What follows belongs to an exercise in optimizing a design on an open flow for small area; a production flow would make more cautious choices. At most, simulation tests tie the RTL to the original design; equivalence was not proved. Power figures rest on the tool's default switching activity, not on a simulated workload.

==> inputs of 10-25 <==
==> flow/design.v <==
module m_sequence_generator (
    input  wire clk_2m,
    input  wire rst_n,
    input  wire step,
    output reg  m_seq_out
);
reg [7:0] lfsr;
wire feedback = lfsr[7] ^ lfsr[3] ^ lfsr[2] ^ lfsr[1];
always @(posedge clk_2m or negedge rst_n) begin
    if (!rst_n) begin
        lfsr      <= 8'b10101010;
        m_seq_out <= 1'b0;
    end else if (step) begin
        lfsr      <= {lfsr[6:0], feedback};
        m_seq_out <= lfsr[7];
    end
end
endmodule
module dpll_clock_recovery (
    input  wire clk_2m,
    input  wire rst_n,
    input  wire pulse_edge,      
    input  wire gate_done,       
    input  wire m_seq_in,
    output reg  recovered_clk,
    output reg  locked
);
parameter KP = 8'h10;    
parameter KI = 8'h05;    
reg [30:0] acc;
reg [30:0] INIT_INC;
reg        gate_done_d;
wire       cnt = pulse_edge & ~gate_done;
wire [30:0] acc_next;
rca #(31) acc_add (
    .a(acc & {31{~gate_done_d}}),
    .b({19'd0, cnt, 4'd0, cnt, cnt, 3'd0, cnt, cnt}),    
    .ci(1'b0),
    .s(acc_next)
);
always @(posedge clk_2m or negedge rst_n) begin
    if (!rst_n) begin
        acc         <= 31'd0;
        gate_done_d <= 1'b0;
    end else begin
        gate_done_d <= gate_done;
        acc         <= acc_next;
    end
end
wire load_all = ~rst_n;
always @(posedge clk_2m) begin
    if (gate_done_d | load_all)
        INIT_INC <= acc;
end
reg [1:0] m_seq_delay;
always @(posedge clk_2m) m_seq_delay <= {m_seq_delay[0], m_seq_in};
wire edge_detected = m_seq_delay[1] ^ m_seq_delay[0];
reg [15:0] phase_now, phase_diff, phase_error;
reg [21:0] int_error;      
reg [31:0] dco_phase;
reg [31:0] dco_increment;
reg [7:0]  lock_counter;
wire [21:0] int_sum;
rca #(22) int_add (
    .a(int_error),
    .b({{8{phase_error[15]}}, phase_error[15:2]}),
    .ci(1'b0),
    .s(int_sum)
);
wire int_hi = ~int_error[21] & int_error[20];
wire int_lo = int_error[21] & (~int_error[20] | ~|int_error[19:0]);
wire [21:0] int_next = int_hi ? 22'h0FFFFF :
                       int_lo ? 22'h300001 : int_sum;
wire [23:0] int_sx = {{2{int_error[21]}}, int_error};
wire [23:0] int5;
rca #(24) int5_add (
    .a(int_sx),
    .b({int_sx[21:0], 2'b00}),
    .ci(1'b0),
    .s(int5)
);
wire [23:0] i_term = {{8{int5[23]}}, int5[23:8]};
wire [24:0] pi_sum;
rca #(25) pi_add (
    .a({1'b0, i_term}),
    .b({9'd0, phase_error}),
    .ci(1'b0),
    .s(pi_sum)
);
wire [31:0] inc_next;
rca #(32) inc_add (
    .a({1'b0, INIT_INC}),
    .b({7'd0, pi_sum}),
    .ci(1'b0),
    .s(inc_next)
);
wire pe_small = phase_error[15] ? (phase_error > 16'hFFCE) : (phase_error < 16'd50);
wire lc_sat = pe_small ? (&lock_counter) : ~|lock_counter;
wire [7:0] lc_next;
rca #(8) lc_add (
    .a(lock_counter),
    .b({{7{~pe_small}}, 1'b1}),
    .ci(1'b0),
    .s(lc_next)
);
wire [31:0] phase_next;
rca #(32) nco_add (
    .a(dco_phase),
    .b(dco_increment),
    .ci(1'b0),
    .s(phase_next)
);
always @(posedge clk_2m or negedge rst_n) begin
    if (!rst_n) begin
        int_error     <= 22'd0;
        dco_phase     <= 32'd0;
        lock_counter  <= 8'd0;
        recovered_clk <= 1'b0;
        locked        <= 1'b0;
    end else begin
        if (edge_detected) begin
            int_error <= int_next;
            if (!lc_sat)
                lock_counter <= lc_next;
        end
        dco_phase     <= phase_next;
        recovered_clk <= dco_phase[31];
        locked        <= (lock_counter > 8'd32);
    end
end
always @(posedge clk_2m) begin
    if (edge_detected | load_all) begin
        phase_now     <= dco_phase[31:16];
        phase_diff    <= phase_now;
        phase_error   <= phase_diff;
        dco_increment <= inc_next;
    end
end
endmodule
module display (
    input  wire       sys_clk,
    input  wire       rst_n,
    input  wire       pulse_edge,
    input  wire       gate_done,
    output wire       dot,
    output reg  [3:0] DCBA,
    output reg  [5:0] w_out
);
reg [23:0] pulse_bcd;    
reg [23:0] freq_bcd;     
reg [23:0] bcd_inc;
reg        carry;
integer k;
always @(*) begin
    carry = 1'b1;
    for (k = 0; k < 6; k = k + 1) begin
        if (carry && pulse_bcd[4*k +: 4] == 4'd9) begin
            bcd_inc[4*k +: 4] = 4'd0;
        end else begin
            bcd_inc[4*k +: 4] = pulse_bcd[4*k +: 4] + {3'b0, carry};
            carry = 1'b0;
        end
    end
end
always @(posedge sys_clk or negedge rst_n) begin
    if (!rst_n) begin
        pulse_bcd <= 24'd0;
        freq_bcd  <= 24'd0;
    end else begin
        if (gate_done) begin
            freq_bcd  <= pulse_bcd;
            pulse_bcd <= 24'd0;
        end else if (pulse_edge) begin
            pulse_bcd <= bcd_inc;
        end
    end
end
localparam [10:0] SCAN_FIRST = 11'h066;
localparam [10:0] SCAN_LAST  = 11'h533;
reg [10:0] scan_cnt;
reg [2:0]  scan_sel;
wire       scan_hit = (scan_cnt == SCAN_LAST);
always @(posedge sys_clk or negedge rst_n) begin
    if (!rst_n) begin
        scan_cnt <= SCAN_FIRST;
        scan_sel <= 3'd0;
    end else begin
        scan_cnt <= {scan_cnt[9:0], scan_cnt[10] ^ scan_cnt[8]} ^ {1'b0, scan_hit, 9'b0};
        if (scan_hit)
            scan_sel <= scan_sel + 1'b1;
    end
end
assign dot = 1'b1;
always @(*) begin
    case (scan_sel)
        3'd0: begin w_out = 6'b111110; DCBA = freq_bcd[23:20]; end
        3'd1: begin w_out = 6'b111101; DCBA = freq_bcd[19:16]; end
        3'd2: begin w_out = 6'b111011; DCBA = freq_bcd[15:12]; end
        3'd3: begin w_out = 6'b110111; DCBA = freq_bcd[11:8];  end
        3'd4: begin w_out = 6'b101111; DCBA = freq_bcd[7:4];   end
        3'd5: begin w_out = 6'b011111; DCBA = freq_bcd[3:0];   end
        default: begin w_out = 6'b111111; DCBA = 4'd0; end
    endcase
end
endmodule
module top (
    input  wire       clk_2m,
    input  wire       clk_10k,
    input  wire       rst_n,
    output wire       m_seq_out,
    output wire       sys_clk_out,
    output wire       locked,
    output wire [3:0] DCBA,
    output wire [5:0] w_out,
    output wire       dot
);
reg sync0, sync1;
always @(posedge clk_2m or negedge rst_n) begin
    if (!rst_n) begin
        sync0 <= 1'b0;
        sync1 <= 1'b0;
    end else begin
        sync0 <= clk_10k;
        sync1 <= sync0;
    end
end
wire rise = sync0 & ~sync1;
localparam [20:0] GATE_FIRST = 21'h0bf6b1;
localparam [20:0] GATE_LAST  = 21'h11fb58;
reg [20:0] gate_cnt;
reg        gate_done;
wire       gate_hit = (gate_cnt == GATE_LAST);
always @(posedge clk_2m or negedge rst_n) begin
    if (!rst_n) begin
        gate_cnt  <= GATE_FIRST;
        gate_done <= 1'b0;
    end else begin
        gate_cnt  <= {gate_cnt[19:0], gate_cnt[20] ^ gate_cnt[18]} ^ {1'b0, gate_hit, 19'b0};
        gate_done <= gate_hit;
    end
end
m_sequence_generator m_seq_gen (
    .clk_2m(clk_2m),
    .rst_n(rst_n),
    .step(rise),
    .m_seq_out(m_seq_out)
);
dpll_clock_recovery dpll_clock_recovery (
    .clk_2m(clk_2m),
    .rst_n(rst_n),
    .pulse_edge(rise),
    .gate_done(gate_done),
    .m_seq_in(m_seq_out),
    .recovered_clk(sys_clk_out),
    .locked(locked)
);
display display (
    .sys_clk(clk_2m),
    .rst_n(rst_n),
    .pulse_edge(rise),
    .gate_done(gate_done),
    .dot(dot),
    .DCBA(DCBA),
    .w_out(w_out)
);
endmodule
module rca #(
    parameter W = 8
) (
    input  wire [W-1:0] a,
    input  wire [W-1:0] b,
    input  wire         ci,
    output wire [W-1:0] s
);
wire [W:0] c;
assign c[0] = ci;
genvar i;
generate
    for (i = 0; i < W; i = i + 1) begin : bit_
        assign s[i]   = a[i] ^ b[i] ^ c[i];
        assign c[i+1] = (a[i] & b[i]) | (c[i] & (a[i] ^ b[i]));
    end
endgenerate
endmodule
==> flow/run.sh <==
#!/bin/bash
# synth_recipe.tcl (not shown) runs the flow's synth.tcl, then flattens the netlist and writes it again
# the make line also repeats each setting of config.mk as NAME=value (left out here)
make -C /OpenROAD-flow-scripts/flow DESIGN_CONFIG=/design/flow/config.mk WORK_HOME=/design/flow/orfs CLKGATE_MAP_FILE= SYNTH_SCRIPT=/design/flow/synth_recipe.tcl finish
==> flow/config.mk <==
export PLATFORM = sky130hd
export DESIGN_NAME = top
export DESIGN_NICKNAME = top
export VERILOG_FILES = /design/flow/design.v
export SDC_FILE = /design/flow/constraint.sdc
export NUM_CORES = 4
export LEC_CHECK = 0
export CAP_MARGIN = 20
export CORE_MARGIN = 2
export CORE_UTILIZATION = 40
export CTS_BUF_LIST = sky130_fd_sc_hd__clkbuf_16
export CTS_CLUSTER_DIAMETER = 60
export CTS_CLUSTER_SIZE = 30
export SLEW_MARGIN = 20
==> flow/constraint.sdc <==
create_clock -name core_clock -period 40.0 [get_ports {clk_2m}]
set_input_delay 8.0000 -clock core_clock [delete_from_list [all_inputs] [get_ports {clk_2m}]]
set_output_delay 8.0000 -clock core_clock [all_outputs]
set_load 0.01 [all_outputs]
==> inputs of 02-09, as changes to 10-25 <==
--- a/flow/config.mk
+++ b/flow/config.mk
@@ -10,5 +10,5 @@
 export CORE_UTILIZATION = 40
-export CTS_BUF_LIST = sky130_fd_sc_hd__clkbuf_16
-export CTS_CLUSTER_DIAMETER = 60
-export CTS_CLUSTER_SIZE = 30
+export CTS_BUF_LIST = sky130_fd_sc_hd__clkbuf_8
+export CTS_CLUSTER_DIAMETER = 50
+export CTS_CLUSTER_SIZE = 20
 export SLEW_MARGIN = 20
==> inputs of 01-17, as changes to 10-25 <==
--- a/flow/design.v
+++ b/flow/design.v
@@ -33,5 +33,7 @@
 wire       cnt = pulse_edge & ~gate_done;
+wire load_all = ~rst_n;
+wire acc_clr  = gate_done_d | load_all;
 wire [30:0] acc_next;
 rca #(31) acc_add (
-    .a(acc & {31{~gate_done_d}}),
+    .a(acc & {31{~acc_clr}}),
     .b({19'd0, cnt, 4'd0, cnt, cnt, 3'd0, cnt, cnt}),    
@@ -41,13 +43,10 @@
 always @(posedge clk_2m or negedge rst_n) begin
-    if (!rst_n) begin
-        acc         <= 31'd0;
+    if (!rst_n)
         gate_done_d <= 1'b0;
-    end else begin
+    else
         gate_done_d <= gate_done;
-        acc         <= acc_next;
-    end
-end
-wire load_all = ~rst_n;
+end
 always @(posedge clk_2m) begin
-    if (gate_done_d | load_all)
+    acc <= acc_next;
+    if (acc_clr)
         INIT_INC <= acc;
@@ -132,3 +131,3 @@
     if (edge_detected | load_all) begin
-        phase_now     <= dco_phase[31:16];
+        phase_now     <= dco_phase[31:16] & {16{rst_n}};
         phase_diff    <= phase_now;
@@ -145,3 +144,3 @@
     output wire       dot,
-    output reg  [3:0] DCBA,
+    output wire [3:0] DCBA,
     output reg  [5:0] w_out
@@ -150,29 +149,24 @@
 reg [23:0] freq_bcd;     
-reg [23:0] bcd_inc;
-reg        carry;
-integer k;
-always @(*) begin
-    carry = 1'b1;
-    for (k = 0; k < 6; k = k + 1) begin
-        if (carry && pulse_bcd[4*k +: 4] == 4'd9) begin
-            bcd_inc[4*k +: 4] = 4'd0;
-        end else begin
-            bcd_inc[4*k +: 4] = pulse_bcd[4*k +: 4] + {3'b0, carry};
-            carry = 1'b0;
-        end
-    end
-end
-always @(posedge sys_clk or negedge rst_n) begin
-    if (!rst_n) begin
-        pulse_bcd <= 24'd0;
-        freq_bcd  <= 24'd0;
-    end else begin
-        if (gate_done) begin
-            freq_bcd  <= pulse_bcd;
-            pulse_bcd <= 24'd0;
-        end else if (pulse_edge) begin
-            pulse_bcd <= bcd_inc;
-        end
-    end
-end
+wire        clr = gate_done | ~rst_n;
+wire [6:0]  carry;
+wire [23:0] bcd_next;
+assign carry[0] = pulse_edge;
+genvar k;
+generate
+    for (k = 0; k < 6; k = k + 1) begin : digit
+        wire [3:0] d = pulse_bcd[4*k +: 4];
+        wire [3:0] n;
+        assign n[0] = ~d[0];
+        assign n[1] = ~d[3] & (d[1] ^ d[0]);
+        assign n[2] = d[2] ^ (d[1] & d[0]);
+        assign n[3] = (d[2] & d[1] & d[0]) | (d[3] & ~d[0]);
+        assign carry[k+1] = carry[k] & d[3] & d[0];
+        assign bcd_next[4*k +: 4] = clr ? 4'd0 : carry[k] ? n : d;
+    end
+endgenerate
+always @(posedge sys_clk)
+    pulse_bcd <= bcd_next;
+always @(posedge sys_clk)
+    if (clr)
+        freq_bcd <= pulse_bcd;
 localparam [10:0] SCAN_FIRST = 11'h066;
@@ -193,13 +187,15 @@
 assign dot = 1'b1;
+reg [3:0] shown;
 always @(*) begin
     case (scan_sel)
-        3'd0: begin w_out = 6'b111110; DCBA = freq_bcd[23:20]; end
-        3'd1: begin w_out = 6'b111101; DCBA = freq_bcd[19:16]; end
-        3'd2: begin w_out = 6'b111011; DCBA = freq_bcd[15:12]; end
-        3'd3: begin w_out = 6'b110111; DCBA = freq_bcd[11:8];  end
-        3'd4: begin w_out = 6'b101111; DCBA = freq_bcd[7:4];   end
-        3'd5: begin w_out = 6'b011111; DCBA = freq_bcd[3:0];   end
-        default: begin w_out = 6'b111111; DCBA = 4'd0; end
+        3'd0: begin w_out = 6'b111110; shown = freq_bcd[23:20]; end
+        3'd1: begin w_out = 6'b111101; shown = freq_bcd[19:16]; end
+        3'd2: begin w_out = 6'b111011; shown = freq_bcd[15:12]; end
+        3'd3: begin w_out = 6'b110111; shown = freq_bcd[11:8];  end
+        3'd4: begin w_out = 6'b101111; shown = freq_bcd[7:4];   end
+        3'd5: begin w_out = 6'b011111; shown = freq_bcd[3:0];   end
+        default: begin w_out = 6'b111111; shown = 4'd0; end
     endcase
 end
+assign DCBA = shown & {4{rst_n}};
 endmodule
@@ -279,4 +275,5 @@
     for (i = 0; i < W; i = i + 1) begin : bit_
-        assign s[i]   = a[i] ^ b[i] ^ c[i];
-        assign c[i+1] = (a[i] & b[i]) | (c[i] & (a[i] ^ b[i]));
+        wire nc = ~c[i];
+        assign s[i]   = ~(a[i] ^ b[i] ^ nc);
+        assign c[i+1] = ~((~a[i] & ~b[i]) | (nc & ~(a[i] & b[i])));
     end
==> flow/flow/run.sh (new file) <==
#!/bin/bash
# Standard layout, with clock tree synthesis run without dummy loads and the
# port buffers built from the smallest buffer.
set -euo pipefail
export CTS_ARGS="-sink_clustering_enable -repair_clock_nets -dont_use_dummy_load -buf_list sky130_fd_sc_hd__clkbuf_8 -sink_clustering_size 16 -sink_clustering_max_diameter 40"
export BUFFER_PORTS_ARGS="-buffer_cell sky130_fd_sc_hd__buf_1"
bash standard.sh > standard.log 2>&1
==> flow/standard.sh (new file) <==
#!/bin/bash
# synth_recipe.tcl (not shown) runs the flow's synth.tcl, then flattens the netlist and writes it again
# the make line also repeats each setting of config.mk as NAME=value (left out here)
make -C /OpenROAD-flow-scripts/flow DESIGN_CONFIG=/design/flow/config.mk WORK_HOME=/design/flow/orfs CLKGATE_MAP_FILE= SYNTH_SCRIPT=/design/flow/synth_recipe.tcl "${@:-finish}"
--- a/flow/config.mk
+++ b/flow/config.mk
@@ -9,6 +9,3 @@
 export CORE_MARGIN = 2
-export CORE_UTILIZATION = 40
-export CTS_BUF_LIST = sky130_fd_sc_hd__clkbuf_16
-export CTS_CLUSTER_DIAMETER = 60
-export CTS_CLUSTER_SIZE = 30
+export CORE_UTILIZATION = 86
 export SLEW_MARGIN = 20
removed: flow/run.sh
==> inputs of 08-12, as changes to 10-25 <==
--- a/flow/design.v
+++ b/flow/design.v
@@ -27,4 +27,2 @@
 );
-parameter KP = 8'h10;    
-parameter KI = 8'h05;    
 reg [30:0] acc;
@@ -32,10 +30,3 @@
 reg        gate_done_d;
-wire       cnt = pulse_edge & ~gate_done;
-wire [30:0] acc_next;
-rca #(31) acc_add (
-    .a(acc & {31{~gate_done_d}}),
-    .b({19'd0, cnt, 4'd0, cnt, cnt, 3'd0, cnt, cnt}),    
-    .ci(1'b0),
-    .s(acc_next)
-);
+wire [30:0] acc_next = (gate_done_d ? 31'd0 : acc) + (pulse_edge ? 31'd2147 : 31'd0);
 always @(posedge clk_2m or negedge rst_n) begin
@@ -43,2 +34,3 @@
         acc         <= 31'd0;
+        INIT_INC    <= 31'd0;
         gate_done_d <= 1'b0;
@@ -46,9 +38,7 @@
         gate_done_d <= gate_done;
-        acc         <= acc_next;
-    end
-end
-wire load_all = ~rst_n;
-always @(posedge clk_2m) begin
-    if (gate_done_d | load_all)
-        INIT_INC <= acc;
+        if (!gate_done)
+            acc <= acc_next;
+        if (gate_done_d)
+            INIT_INC <= acc;
+    end
 end
@@ -58,3 +48,3 @@
 reg [15:0] phase_now, phase_diff, phase_error;
-reg [21:0] int_error;      
+reg signed [21:0] int_error;      
 reg [31:0] dco_phase;
@@ -62,56 +52,18 @@
 reg [7:0]  lock_counter;
-wire [21:0] int_sum;
-rca #(22) int_add (
-    .a(int_error),
-    .b({{8{phase_error[15]}}, phase_error[15:2]}),
-    .ci(1'b0),
-    .s(int_sum)
-);
-wire int_hi = ~int_error[21] & int_error[20];
-wire int_lo = int_error[21] & (~int_error[20] | ~|int_error[19:0]);
-wire [21:0] int_next = int_hi ? 22'h0FFFFF :
-                       int_lo ? 22'h300001 : int_sum;
-wire [23:0] int_sx = {{2{int_error[21]}}, int_error};
-wire [23:0] int5;
-rca #(24) int5_add (
-    .a(int_sx),
-    .b({int_sx[21:0], 2'b00}),
-    .ci(1'b0),
-    .s(int5)
-);
+wire signed [15:0] pe_s = phase_error;
+wire signed [21:0] int_sum = int_error + (pe_s >>> 2);
+wire int_hi = int_error > 22'sd1048575;
+wire int_lo = int_error < -22'sd1048575;
+wire signed [23:0] int5 = int_error * 24'sd5;
 wire [23:0] i_term = {{8{int5[23]}}, int5[23:8]};
-wire [24:0] pi_sum;
-rca #(25) pi_add (
-    .a({1'b0, i_term}),
-    .b({9'd0, phase_error}),
-    .ci(1'b0),
-    .s(pi_sum)
-);
-wire [31:0] inc_next;
-rca #(32) inc_add (
-    .a({1'b0, INIT_INC}),
-    .b({7'd0, pi_sum}),
-    .ci(1'b0),
-    .s(inc_next)
-);
-wire pe_small = phase_error[15] ? (phase_error > 16'hFFCE) : (phase_error < 16'd50);
-wire lc_sat = pe_small ? (&lock_counter) : ~|lock_counter;
-wire [7:0] lc_next;
-rca #(8) lc_add (
-    .a(lock_counter),
-    .b({{7{~pe_small}}, 1'b1}),
-    .ci(1'b0),
-    .s(lc_next)
-);
-wire [31:0] phase_next;
-rca #(32) nco_add (
-    .a(dco_phase),
-    .b(dco_increment),
-    .ci(1'b0),
-    .s(phase_next)
-);
-always @(posedge clk_2m or negedge rst_n) begin
-    if (!rst_n) begin
-        int_error     <= 22'd0;
+wire [31:0] inc_next = {1'b0, INIT_INC} + {16'b0, phase_error} + {8'b0, i_term};
+wire pe_small = (pe_s < 16'sd50) && (pe_s > -16'sd50);
+always @(posedge clk_2m or negedge rst_n) begin
+    if (!rst_n) begin
+        phase_now     <= 16'd0;
+        phase_diff    <= 16'd0;
+        phase_error   <= 16'd0;
+        int_error     <= 22'sd0;
         dco_phase     <= 32'd0;
+        dco_increment <= 32'd0;
         lock_counter  <= 8'd0;
@@ -121,17 +73,23 @@
         if (edge_detected) begin
-            int_error <= int_next;
-            if (!lc_sat)
-                lock_counter <= lc_next;
+            phase_now   <= dco_phase[31:16];
+            phase_diff  <= phase_now;
+            phase_error <= phase_diff;
+            if (int_hi)
+                int_error <= 22'sd1048575;
+            else if (int_lo)
+                int_error <= -22'sd1048575;
+            else
+                int_error <= int_sum;
+            dco_increment <= inc_next;
+            if (pe_small) begin
+                if (lock_counter != 8'hFF)
+                    lock_counter <= lock_counter + 1'b1;
+            end else begin
+                if (lock_counter != 8'h00)
+                    lock_counter <= lock_counter - 1'b1;
+            end
         end
-        dco_phase     <= phase_next;
+        dco_phase     <= dco_phase + dco_increment;
         recovered_clk <= dco_phase[31];
         locked        <= (lock_counter > 8'd32);
-    end
-end
-always @(posedge clk_2m) begin
-    if (edge_detected | load_all) begin
-        phase_now     <= dco_phase[31:16];
-        phase_diff    <= phase_now;
-        phase_error   <= phase_diff;
-        dco_increment <= inc_next;
     end
@@ -266,19 +224 @@
 endmodule
-module rca #(
-    parameter W = 8
-) (
-    input  wire [W-1:0] a,
-    input  wire [W-1:0] b,
-    input  wire         ci,
-    output wire [W-1:0] s
-);
-wire [W:0] c;
-assign c[0] = ci;
-genvar i;
-generate
-    for (i = 0; i < W; i = i + 1) begin : bit_
-        assign s[i]   = a[i] ^ b[i] ^ c[i];
-        assign c[i+1] = (a[i] & b[i]) | (c[i] & (a[i] ^ b[i]));
-    end
-endgenerate
-endmodule
--- a/flow/config.mk
+++ b/flow/config.mk
@@ -10,5 +10,2 @@
 export CORE_UTILIZATION = 40
-export CTS_BUF_LIST = sky130_fd_sc_hd__clkbuf_16
-export CTS_CLUSTER_DIAMETER = 60
-export CTS_CLUSTER_SIZE = 30
 export SLEW_MARGIN = 20
==> comparison <==
- Synthesized cell count: 02-09 is smaller than 08-12 (47%).
- Against 10-25, the routed wire length of 08-12 is higher by 70%.
- The highest hold slack belongs to 02-09, the lowest to 08-12.
- The lowest clock-buffer cell count belongs to 10-25, the highest to 08-12.
- Clock skew, highest first: 01-17, 02-09, 08-12, 10-25.
- Against 02-09, the maximum frequency of 01-17 is smaller by 23%.
- Via count, lowest first: 10-25, 02-09, 01-17, 08-12.
- Combinational power: 01-17 is lower than 02-09 (about 25%).
- Power: 01-17 < 08-12 < 02-09 < 10-25.
==> figures <==
|  | 01-17 | 08-12 | 02-09 | 10-25 |
|---|---|---|---|---|
| Status | complete, no violations | complete, no violations | complete, no violations | complete, no violations |
| Synth area leader | sky130_fd_sc_hd__edfxtp_1 | sky130_fd_sc_hd__dfrtp_1 | sky130_fd_sc_hd__dfrtp_1 | sky130_fd_sc_hd__dfrtp_1 |
| Vias in the first global route | 7863 | 12980 | 7648 | 7539 |
| Routability congestion estimate from global placement | 0.8582 | 0.8385 | 0.7616 | 0.7616 |
| Total CTS buffers | 35 | 37 | 34 | 26 |
| Relative area of non-clock buffer cells in the final design | 0.007497 | 0.01290 | 0.01426 | 0.01406 |
| Type of destination of the critical path | output port | output port | register | register |
| Cell Area, Placed | 0.01353 mm2 | 0.01843 mm2 | 0.01476 mm2 | 0.01476 mm2 |
| Die area | 0.01649 mm2 | 0.04581 mm2 | 0.03662 mm2 | 0.03662 mm2 |
| Leakage dissipation | 5.844 nW | 9.763 nW | 7.023 nW | 7.099 nW |
| Max Fanout on Critical Path | 44 | 16 | 4 | 4 |
| Ratio of layout area to synthesized area | 1.0534x | 1.1108x | 1.1059x | 1.1215x |
| Most common cell in the netlist | sky130_fd_sc_hd__edfxtp_1 | sky130_fd_sc_hd__nand2_1 | sky130_fd_sc_hd__dfrtp_1 | sky130_fd_sc_hd__dfrtp_1 |
| Most frequent cell on the critical path | - | - | sky130_fd_sc_hd__fa_1 | sky130_fd_sc_hd__fa_1 |
| CP Launch Type | input port | register | register | register |
| Peak VDD IR | 0.00003564 V | 0.00002664 V | 0.00002986 V | 0.00003133 V |
| Share of final-layout standard cells stronger than drive strength 1 | 0.09282 | 0.08849 | 0.1227 | 0.1164 |
| R2R depth | 39 | 21 | 42 | 42 |
| Transition time at the pin with the least slew margin | 1057 ps | 963.6 ps | 1026 ps | 1025 ps |
For 10-25, 02-09 and 08-12, only the layout was checked, not whether the RTL still works.

-- what the ideal ports hide --
The results above use ideal ports. As a check the final layouts listed here were re-extracted and re-timed, cells and wires unchanged.
Step 1 sets driving cells, clkbuf_16 on the clock port and buf_2 on the other inputs (assumed; they add their load-dependent delay and slew).
Step 2 adds t to the input delays and takes it off the output delays; t is the mean of the earliest and latest rising clock arrival at the registers after step 1. Input paths then give back, and output paths get back, about the clock's delay inside the block.
Slacks: no drivers / after step 1 / after step 2; pairs: no drivers / after step 1.
run	t (ns)	setup slack, ns	latest minus earliest clock arrival (ns)
10-25	0.585	26.702 / 26.702 / 26.702	0.019 / 0.019
02-09	0.565	26.728 / 26.728 / 26.728	0.056 / 0.056
01-17	0.556	22.699 / 22.672 / 22.672	0.070 / 0.071
08-12	0.598	29.162 / 29.108 / 29.706	0.021 / 0.020
After both steps every run listed still meets setup and hold. For 01-17, which loses most, drivers alone change the setup slack by -0.027 ns; drivers and shift together by -0.027 ns.
